This design comes from an exercise in tuning for small area and a short achievable clock period on the open sky130 flow, not from production work.
Where RTL was checked, it was by simulation tests only, not by an equivalence proof against the original.
Power and IR drop assume default switching activity.

## top_fp_mul_N32_M23_E8
module top_fp_mul_N32_M23_E8(input  wire clk,
                             input  wire [31:0] a1,
                             input  wire [31:0] b1,
                             output wire [31:0] y);
For scale: ~1800 cells after synthesis, about 16000 sq um of cells after synthesis.
clock: 8.5 ns
lec_check: 0
abc_area: 1
cap_margin: 20
core_margin: 2
core_utilization: 50
cts_cluster_size: 30
place_density: 0.8
setup_slack_margin: 4.0
slew_margin: 70
synth_hierarchical: 1
standard.sh (not shown) runs the stock make flow with config.mk's settings and CLKGATE_MAP_FILE= SYNTH_SCRIPT=/design/flow/synth_recipe.tcl, a recipe that flattens the netlist after the stock synthesis.
==> flow/flow/run.sh <==
#!/bin/bash
bash standard.sh MATCH_CELL_FOOTPRINT=0 "BUFFER_PORTS_ARGS=-buffer_cell sky130_fd_sc_hd__buf_2" finish > standard.log 2>&1
Rerun with:
--- a/flow/design.v
+++ b/flow/design.v
@@ -1265,58 +1265,55 @@
   wire cg14 = (lx[15] & ly[15]) | ((lx[15] | ly[15]) & cg12);
   wire cp14 = (lx[15] | ly[15]) & cp12;
   wire cg15 = (lx[17] & ly[17]) | ((lx[17] | ly[17]) & (lx[16] & ly[16]));
   wire cp15 = (lx[17] | ly[17]) & (lx[16] | ly[16]);
   wire cg16 = cg14 | (cp14 & cg13);
   wire cp16 = cp14 & cp13;
   wire cg17 = (lx[18] & ly[18]) | ((lx[18] | ly[18]) & cg15);
   wire cp17 = (lx[18] | ly[18]) & cp15;
-  wire cg18 = (lx[21] & ly[21]) | ((lx[21] | ly[21]) & (lx[20] & ly[20]));
-  wire cp18 = (lx[21] | ly[21]) & (lx[20] | ly[20]);
-  wire cg19 = (lx[19] & ly[19]) | ((lx[19] | ly[19]) & cg17);
-  wire cp19 = (lx[19] | ly[19]) & cp17;
+  wire cg18 = (lx[20] & ly[20]) | ((lx[20] | ly[20]) & (lx[19] & ly[19]));
+  wire cp18 = (lx[20] | ly[20]) & (lx[19] | ly[19]);
+  wire cg19 = cg17 | (cp17 & cg16);
+  wire cp19 = cp17 & cp16;
   wire cg20 = cg18 | (cp18 & cg19);
   wire cp20 = cp18 & cp19;
-  wire cg21 = cg20 | (cp20 & cg16);
-  wire cp21 = cp20 & cp16;
-  wire [22:22] lsum;
-  assign lsum[22] = cg21;
-  wire [0:0] mx = {c231 ^ s250};    
-  wire [0:0] my = {c231 & s250};    
-  wire [24:0] hx = {(c579 ^ n11), (c577 ^ s578), (c573 ^ s576), (c569 ^ s572), (c563 ^ s568), (c557 ^ s562), (c549 ^ s556), (c541 ^ s548), (c531 ^ s540), (c521 ^ s530), (c509 ^ s520), (c497 ^ s508), (c483 ^ s496), (c469 ^ s482), (c453 ^ s468), (c437 ^ s452), (c419 ^ s436), (c401 ^ s418), (c381 ^ s400), (c361 ^ s380), (c339 ^ s360), (c317 ^ s338), c295, c273, s272};
-  wire [23:0] hy = {(c579 & n11), (c577 & s578), (c573 & s576), (c569 & s572), (c563 & s568), (c557 & s562), (c549 & s556), (c541 & s548), (c531 & s540), (c521 & s530), (c509 & s520), (c497 & s508), (c483 & s496), (c469 & s482), (c453 & s468), (c437 & s452), (c419 & s436), (c401 & s418), (c381 & s400), (c361 & s380), (c339 & s360), (c317 & s338), s316, s294};
+  wire q_c21 = cg20;    
+  wire q_g21 = lx[21] & ly[21], q_t21 = lx[21] | ly[21];
+  wire q_g22 = c231 & s250, q_t22 = c231 | s250;
+  wire q_c22 = q_g21 | (q_t21 & q_c21);
+  wire q_c23n = q_g22 | (q_t22 & q_g21) | (q_t22 & q_t21 & q_c21);
+  wire q_p22n = (c231 ^ s250) ^ q_c22;
+  wire [24:0] hx = {(c579 ^ n11), (c577 ^ s578), (c573 ^ s576), (c569 ^ s572), (c563 ^ s568), (c557 ^ s562), (c549 ^ s556), (c541 ^ s548), (c531 ^ s540), (c521 ^ s530), (c509 ^ s520), (c497 ^ s508), (c483 ^ s496), (c469 ^ s482), (c453 ^ s468), (c437 ^ s452), (c419 ^ s436), (c401 ^ s418), (c381 ^ s400), (c361 ^ s380), (c339 ^ s360), (c317 ^ s338), (c295 ^ s316), (c273 ^ s294), s272};
+  wire [23:0] hy = {(c579 & n11), (c577 & s578), (c573 & s576), (c569 & s572), (c563 & s568), (c557 & s562), (c549 & s556), (c541 & s548), (c531 & s540), (c521 & s530), (c509 & s520), (c497 & s508), (c483 & s496), (c469 & s482), (c453 & s468), (c437 & s452), (c419 & s436), (c401 & s418), (c381 & s400), (c361 & s380), (c339 & s360), (c317 & s338), (c295 & s316), (c273 & s294)};
   reg  [24:0] rx;           
   reg  [23:0] ry;
-  reg  [0:0] rmx, rmy;     
-  reg         rcj, rS2, rs2;
+  reg         rc23, rr0, rr1, rs2;   
   reg  [7:0]  re2;
   always @(posedge clk) begin
     rx   <= hx;
     ry   <= hy;
-    rmx  <= mx;
-    rmy  <= my;
-    rcj  <= lsum[22];
-    rS2  <= rS;
+    rc23 <= q_c23n;
+    rr0  <= q_p22n & rS;
+    rr1  <= q_p22n | rS;
     rs2  <= rs;
     re2  <= re;
   end
-  wire q_p22 = rmx[0] ^ rcj;
-  wire q_c23 = rmy[0] | (rmx[0] & rcj);
-  wire r1 = q_p22 | rS2;
-  wire r0 = q_p22 & rS2;
+  wire q_c23 = rc23;
+  wire r1 = rr1;
+  wire r0 = rr0;
   wire q_p0 = rx[0] ^ q_c23;
   wire q_g0 = rx[0] & q_c23;
   wire ci_n  = q_g0;                  
   wire ci_r0 = q_g0 | (q_p0 & r0);
   wire ci_r1 = q_g0 | (q_p0 & r1);
   wire [24:1] p, g;
   genvar b;
   generate for (b = 1; b <= 24; b = b + 1) begin : g_pg
-    if (b > 2) begin : g_reg
+    if (b > 0) begin : g_reg
       assign p[b] = rx[b];
       assign g[b] = ry[b-1];
     end else begin : g_add
       assign p[b] = rx[b] ^ ry[b-1];
       assign g[b] = rx[b] & ry[b-1];
     end
   end endgenerate
   wire [23:0] gl [0:5];
The changed run completed with no timing, DRC or antenna violations; clock skew decreases by 0.0038 ns; combinational power stays flat; total power fell slightly; synthesized cell count came out lower by a few percent; worst setup slack loses 0.055 ns; first-iteration DRC count is lower by a few percent.
No functional check of the RTL was part of the second run of this note.

* * *

## alpha
top_fp_mul_N32_M23_E8, a different RTL version from the one above (not shown whole).
For scale: ~130 flip-flops, ~97 I/O pins, about 16000 um^2 of cells after synthesis.
export LEC_CHECK = 0
export ABC_AREA = 1
export CAP_MARGIN = 20
export CORE_MARGIN = 2
export CORE_UTILIZATION = 40
export CTS_CLUSTER_SIZE = 30
export PLACE_DENSITY = 0.75
export SETUP_SLACK_MARGIN = 3.75
export SLEW_MARGIN = 70
export SYNTH_HIERARCHICAL = 1
create_clock -name core_clock -period 8.5 [get_ports {clk}]
Scripts as last shown in full above: flow/flow/run.sh
alpha finished every stage and its layout cleared the timing, design-rule and antenna checks.
Inputs modified between alpha and beta:
diff --git a/flow/design.v b/flow/design.v
--- a/flow/design.v
+++ b/flow/design.v
@@ -1279,14 +1279,14 @@
   wire cg21 = cg20 | (cp20 & cg16);
   wire cp21 = cp20 & cp16;
   wire [22:22] lsum;
   assign lsum[22] = cg21;
   wire [0:0] mx = {c231 ^ s250};    
   wire [0:0] my = {c231 & s250};    
-  wire [24:0] hx = {(c579 ^ n11), (c577 ^ s578), (c573 ^ s576), (c569 ^ s572), (c563 ^ s568), (c557 ^ s562), (c549 ^ s556), (c541 ^ s548), (c531 ^ s540), (c521 ^ s530), (c509 ^ s520), (c497 ^ s508), (c483 ^ s496), (c469 ^ s482), (c453 ^ s468), (c437 ^ s452), (c419 ^ s436), (c401 ^ s418), (c381 ^ s400), (c361 ^ s380), (c339 ^ s360), (c317 ^ s338), (c295 ^ s316), c273, s272};
-  wire [23:0] hy = {(c579 & n11), (c577 & s578), (c573 & s576), (c569 & s572), (c563 & s568), (c557 & s562), (c549 & s556), (c541 & s548), (c531 & s540), (c521 & s530), (c509 & s520), (c497 & s508), (c483 & s496), (c469 & s482), (c453 & s468), (c437 & s452), (c419 & s436), (c401 & s418), (c381 & s400), (c361 & s380), (c339 & s360), (c317 & s338), (c295 & s316), s294};
+  wire [24:0] hx = {(c579 ^ n11), (c577 ^ s578), (c573 ^ s576), (c569 ^ s572), (c563 ^ s568), (c557 ^ s562), (c549 ^ s556), (c541 ^ s548), (c531 ^ s540), (c521 ^ s530), (c509 ^ s520), (c497 ^ s508), (c483 ^ s496), (c469 ^ s482), (c453 ^ s468), (c437 ^ s452), (c419 ^ s436), (c401 ^ s418), (c381 ^ s400), (c361 ^ s380), (c339 ^ s360), (c317 ^ s338), (c295 ^ s316), (c273 ^ s294), s272};
+  wire [23:0] hy = {(c579 & n11), (c577 & s578), (c573 & s576), (c569 & s572), (c563 & s568), (c557 & s562), (c549 & s556), (c541 & s548), (c531 & s540), (c521 & s530), (c509 & s520), (c497 & s508), (c483 & s496), (c469 & s482), (c453 & s468), (c437 & s452), (c419 & s436), (c401 & s418), (c381 & s400), (c361 & s380), (c339 & s360), (c317 & s338), (c295 & s316), (c273 & s294)};
   reg  [24:0] rx;           
   reg  [23:0] ry;
   reg  [0:0] rmx, rmy;     
   reg         rcj, rS2, rs2;
   reg  [7:0]  re2;
   always @(posedge clk) begin
@@ -1308,13 +1308,13 @@
   wire ci_n  = q_g0;                  
   wire ci_r0 = q_g0 | (q_p0 & r0);
   wire ci_r1 = q_g0 | (q_p0 & r1);
   wire [24:1] p, g;
   genvar b;
   generate for (b = 1; b <= 24; b = b + 1) begin : g_pg
-    if (b > 1) begin : g_reg
+    if (b > 0) begin : g_reg
       assign p[b] = rx[b];
       assign g[b] = ry[b-1];
     end else begin : g_add
       assign p[b] = rx[b] ^ ry[b-1];
       assign g[b] = rx[b] & ry[b-1];
     end
Notes after the runs:
Combined area of the multi-input logic cells went down slightly going from alpha to beta.
Between alpha and beta, the difference in flip-flop and latch area is negligible.
Cell area for beta: about 0.5% down relative to alpha
beta leaves less setup margin than alpha.
Signed area change from the synthesized netlist to the final layout (lower): beta
Comparing alpha and beta, the higher number of global-route vias before repair is on beta.
Final standard cell utilization of the core: beta vs alpha up 0.38 points
beta ended with more clock power share than alpha.
Result for alpha and beta: all clean
Function was not checked in any run of this note: the RTL went through the layout flow alone.

* * *

top_fp_mul_N32_M23_E8, a different RTL version from the one above (not shown whole).
Size in the first run: ~17000 µm² of cells after synthesis.
==> flow/config.mk <==
export PLATFORM = sky130hd
export DESIGN_NAME = top_fp_mul_N32_M23_E8
export DESIGN_NICKNAME = top_fp_mul_N32_M23_E8
export VERILOG_FILES = /design/flow/design.v
export SDC_FILE = /design/flow/constraint.sdc
export NUM_CORES = 4
export LEC_CHECK = 0
export ABC_AREA = 1
export CAP_MARGIN = 20
export CORE_MARGIN = 2
export CORE_UTILIZATION = 40
export SETUP_SLACK_MARGIN = 3.75
export SLEW_MARGIN = 70
export SYNTH_HIERARCHICAL = 1
==> flow/constraint.sdc <==
create_clock -name core_clock -period 8.5 [get_ports {clk}]
set_input_delay 1.7000 -clock core_clock [delete_from_list [all_inputs] [get_ports {clk}]]
set_output_delay 1.7000 -clock core_clock [all_outputs]
set_load 0.01 [all_outputs]
Scripts as last shown in full above: flow/flow/run.sh
Change:
--- a/flow/design.v
+++ b/flow/design.v
@@ -1228,41 +1228,41 @@
   fa u565 (.a(nneg[9]), .b(ra[18]), .ci(ra[19]), .s(s564), .co(c565));
   fa u567 (.a(pp10[23]), .b(pp11[21]), .ci(s564), .s(s566), .co(c567));
   fa u569 (.a(c559), .b(s566), .ci(c561), .s(s568), .co(c569));
   fa u571 (.a(n10), .b(c565), .ci(pp10[24]), .s(s570), .co(c571));
   fa u573 (.a(pp11[22]), .b(c567), .ci(s570), .s(s572), .co(c573));
   fa u575 (.a(nneg[10]), .b(ra[20]), .ci(ra[21]), .s(s574), .co(c575));
   fa u577 (.a(pp11[23]), .b(s574), .ci(c571), .s(s576), .co(c577));
   fa u579 (.a(n11), .b(c575), .ci(pp11[24]), .s(s578), .co(c579));
-  wire [21:0] lx = {c211, c191, s188, c155, c139, c123, c109, c95, s92, c71, c61, c51, s48, c35, s32, s26, s20, s16, c13, pp1[0], pp0[1], neg[0]};
-  wire [21:0] ly = {s230, s210, s190, s172, s154, s138, s122, s108, s94, s82, s70, s60, s50, s42, s34, s28, s22, s18, s14, s12, 1'b0, pp0[0]};
-  wire [22:0] lsum = {1'b0, lx} + {1'b0, ly};
-  wire [0:0] mx = {c231};
-  wire [0:0] my = {s250};
+  wire [20:0] lx = {c191, s188, c155, c139, c123, c109, c95, s92, c71, c61, c51, s48, c35, s32, s26, s20, s16, c13, pp1[0], pp0[1], neg[0]};
+  wire [20:0] ly = {s210, s190, s172, s154, s138, s122, s108, s94, s82, s70, s60, s50, s42, s34, s28, s22, s18, s14, s12, 1'b0, pp0[0]};
+  wire [21:0] lsum = {1'b0, lx} + {1'b0, ly};
+  wire [1:0] mx = {c231, c211};
+  wire [1:0] my = {s250, s230};
   wire [24:0] hx = {(c579 ^ n11), (c577 ^ s578), (c573 ^ s576), (c569 ^ s572), (c563 ^ s568), (c557 ^ s562), (c549 ^ s556), (c541 ^ s548), (c531 ^ s540), (c521 ^ s530), (c509 ^ s520), (c497 ^ s508), (c483 ^ s496), (c469 ^ s482), (c453 ^ s468), (c437 ^ s452), (c419 ^ s436), (c401 ^ s418), (c381 ^ s400), (c361 ^ s380), (c339 ^ s360), (c317 ^ s338), c295, c273, s272};
   wire [23:0] hy = {(c579 & n11), (c577 & s578), (c573 & s576), (c569 & s572), (c563 & s568), (c557 & s562), (c549 & s556), (c541 & s548), (c531 & s540), (c521 & s530), (c509 & s520), (c497 & s508), (c483 & s496), (c469 & s482), (c453 & s468), (c437 & s452), (c419 & s436), (c401 & s418), (c381 & s400), (c361 & s380), (c339 & s360), (c317 & s338), s316, s294};
   reg  [24:0] rx;           
   reg  [23:0] ry;
-  reg  [0:0] rmx, rmy;     
+  reg  [1:0] rmx, rmy;     
   reg         rcj, rS2, rs2;
   reg  [7:0]  re2;
   always @(posedge clk) begin
     rx   <= hx;
     ry   <= hy;
     rmx  <= mx;
     rmy  <= my;
-    rcj  <= lsum[22];
+    rcj  <= lsum[21];
     rS2  <= rS;
     rs2  <= rs;
     re2  <= re;
   end
-  wire [0+1:0] msum = {1'b0, rmx} + {1'b0, rmy} + {{(0+1){1'b0}}, rcj};
-  wire q_p22 = msum[0];
-  wire q_c23 = msum[0+1];
+  wire [1+1:0] msum = {1'b0, rmx} + {1'b0, rmy} + {{(1+1){1'b0}}, rcj};
+  wire q_p22 = msum[1];
+  wire q_c23 = msum[1+1];
   wire r1 = q_p22 | rS2;
   wire r0 = q_p22 & rS2;
   wire q_p0 = rx[0] ^ q_c23;
   wire q_g0 = rx[0] & q_c23;
   wire ci_n  = q_g0;                  
   wire ci_r0 = q_g0 | (q_p0 & r0);
   wire ci_r1 = q_g0 | (q_p0 & r1);
   wire [24:1] p, g;
=>
- fmax fell by 1.9%
- global-route usage fell by 0.22 points
- total power rose by 3.1%
- cell area rose by 2.1%
- die area rose by 0.82%
- setup slack got worse by 0.091 ns
- final cell count rose by 2.5%
- routed wire length rose by 0.84%
- clock-buffer cell count rose by 2
The RTL of the second run of this note was laid out without a check of its function.

* * *

Another version of the RTL of top_fp_mul_N32_M23_E8 (not shown whole).
Size in the first run: roughly 1,800 cells after synthesis, ~130 flip-flops, ~97 I/O pins, about 17,000 µm² of cells after synthesis.
==> flow/config.mk <==
export PLATFORM = sky130hd
export DESIGN_NAME = top_fp_mul_N32_M23_E8
export DESIGN_NICKNAME = top_fp_mul_N32_M23_E8
export VERILOG_FILES = /design/flow/design.v
export SDC_FILE = /design/flow/constraint.sdc
export NUM_CORES = 4
export LEC_CHECK = 0
export ABC_AREA = 1
export CAP_MARGIN = 20
export CORE_MARGIN = 2
export CORE_UTILIZATION = 40
export SETUP_SLACK_MARGIN = 3.75
export SLEW_MARGIN = 70
export SYNTH_HIERARCHICAL = 1
==> flow/constraint.sdc <==
create_clock -name core_clock -period 8.5 [get_ports {clk}]
set_input_delay 1.7000 -clock core_clock [delete_from_list [all_inputs] [get_ports {clk}]]
set_output_delay 1.7000 -clock core_clock [all_outputs]
set_load 0.01 [all_outputs]
Scripts as last shown in full above: flow/flow/run.sh
Then changed:
--- a/flow/design.v
+++ b/flow/design.v
@@ -1230,37 +1230,37 @@
   fa u569 (.a(c559), .b(s566), .ci(c561), .s(s568), .co(c569));
   fa u571 (.a(n10), .b(c565), .ci(pp10[24]), .s(s570), .co(c571));
   fa u573 (.a(pp11[22]), .b(c567), .ci(s570), .s(s572), .co(c573));
   fa u575 (.a(nneg[10]), .b(ra[20]), .ci(ra[21]), .s(s574), .co(c575));
   fa u577 (.a(pp11[23]), .b(s574), .ci(c571), .s(s576), .co(c577));
   fa u579 (.a(n11), .b(c575), .ci(pp11[24]), .s(s578), .co(c579));
-  wire [20:0] lx = {c191, s188, c155, c139, c123, c109, c95, s92, c71, c61, c51, s48, c35, s32, s26, s20, s16, c13, pp1[0], pp0[1], neg[0]};
-  wire [20:0] ly = {s210, s190, s172, s154, s138, s122, s108, s94, s82, s70, s60, s50, s42, s34, s28, s22, s18, s14, s12, 1'b0, pp0[0]};
-  wire [21:0] lsum = {1'b0, lx} + {1'b0, ly};
-  wire [1:0] mx = {c231, c211};
-  wire [1:0] my = {s250, s230};
+  wire [18:0] lx = {c155, c139, c123, c109, c95, s92, c71, c61, c51, s48, c35, s32, s26, s20, s16, c13, pp1[0], pp0[1], neg[0]};
+  wire [18:0] ly = {s172, s154, s138, s122, s108, s94, s82, s70, s60, s50, s42, s34, s28, s22, s18, s14, s12, 1'b0, pp0[0]};
+  wire [19:0] lsum = {1'b0, lx} + {1'b0, ly};
+  wire [3:0] mx = {c231, c211, c191, s188};
+  wire [3:0] my = {s250, s230, s210, s190};
   wire [24:0] hx = {c579, c577, c573, c569, c563, c557, c549, c541, c531, c521, c509, c497, c483, c469, c453, c437, c419, c401, c381, c361, c339, c317, c295, c273, s272};
   wire [23:0] hy = {n11, s578, s576, s572, s568, s562, s556, s548, s540, s530, s520, s508, s496, s482, s468, s452, s436, s418, s400, s380, s360, s338, s316, s294};
   reg  [24:0] rx;           
   reg  [23:0] ry;
-  reg  [1:0] rmx, rmy;     
+  reg  [3:0] rmx, rmy;     
   reg         rcj, rS2, rs2;
   reg  [7:0]  re2;
   always @(posedge clk) begin
     rx   <= hx;
     ry   <= hy;
     rmx  <= mx;
     rmy  <= my;
-    rcj  <= lsum[21];
+    rcj  <= lsum[19];
     rS2  <= rS;
     rs2  <= rs;
     re2  <= re;
   end
-  wire [1+1:0] msum = {1'b0, rmx} + {1'b0, rmy} + {{(1+1){1'b0}}, rcj};
-  wire q_p22 = msum[1];
-  wire q_c23 = msum[1+1];
+  wire [3+1:0] msum = {1'b0, rmx} + {1'b0, rmy} + {{(3+1){1'b0}}, rcj};
+  wire q_p22 = msum[3];
+  wire q_c23 = msum[3+1];
   wire r1 = q_p22 | rS2;
   wire r0 = q_p22 & rS2;
   wire q_p0 = rx[0] ^ q_c23;
   wire q_g0 = rx[0] & q_c23;
   wire ci_n  = q_g0;                  
   wire ci_r0 = q_g0 | (q_p0 & r0);
Result: Clock-buffer cell count rises by 1; synthesized area rises by 2.3%; setup slack gets better by 100 ps; global-route usage is about the same; wire length rises by 0.72%; die area rises by 2.2%; first-iteration DRC count rises by 22%; register-to-register slack gets better by 120 ps; critical path depth rises by 1; sequential share of layout area rises by 0.26 points.
No functional check of the RTL was part of the first run of this note.

==> what the ideal ports hide <==
In the flow no input, the clock included, has a driving cell. The finished layouts below were timed again as built, in two steps.
Step 1 assumes that a clkbuf_16 drives the clock port and a buf_2 every other input.
Step 2 also shifts input and output timing later by t, the mid clock arrival at the registers, as if the neighbouring blocks saw the same clock.
a / b / c = ideal / step 1 / step 2; a / b = the first two.
run | t (ns) | setup slack, ns | worst slew at a driven data input, ns
the first run of note 1 | 0.480 | 4.078 / 4.036 / 4.302 | 0.04
the second run of note 1 | 0.476 | 4.023 / 3.978 / 4.293 | 0.04
alpha | 0.475 | 3.958 / 3.914 / 4.233 | 0.05
beta | 0.495 | 3.928 / 3.879 / 4.212 | 0.04
the first run of note 3 | 0.484 | 3.846 / 3.846 / 3.846 | 0.04
the second run of note 3 | 0.480 | 3.755 / 3.702 / 3.803 | 0.04
the first run of note 4 | 0.482 | 3.793 / 3.740 / 3.922 | 0.05
the second run of note 4 | 0.496 | 3.897 / 3.839 / 4.038 | 0.05
After both steps setup and hold are still met in every run listed.
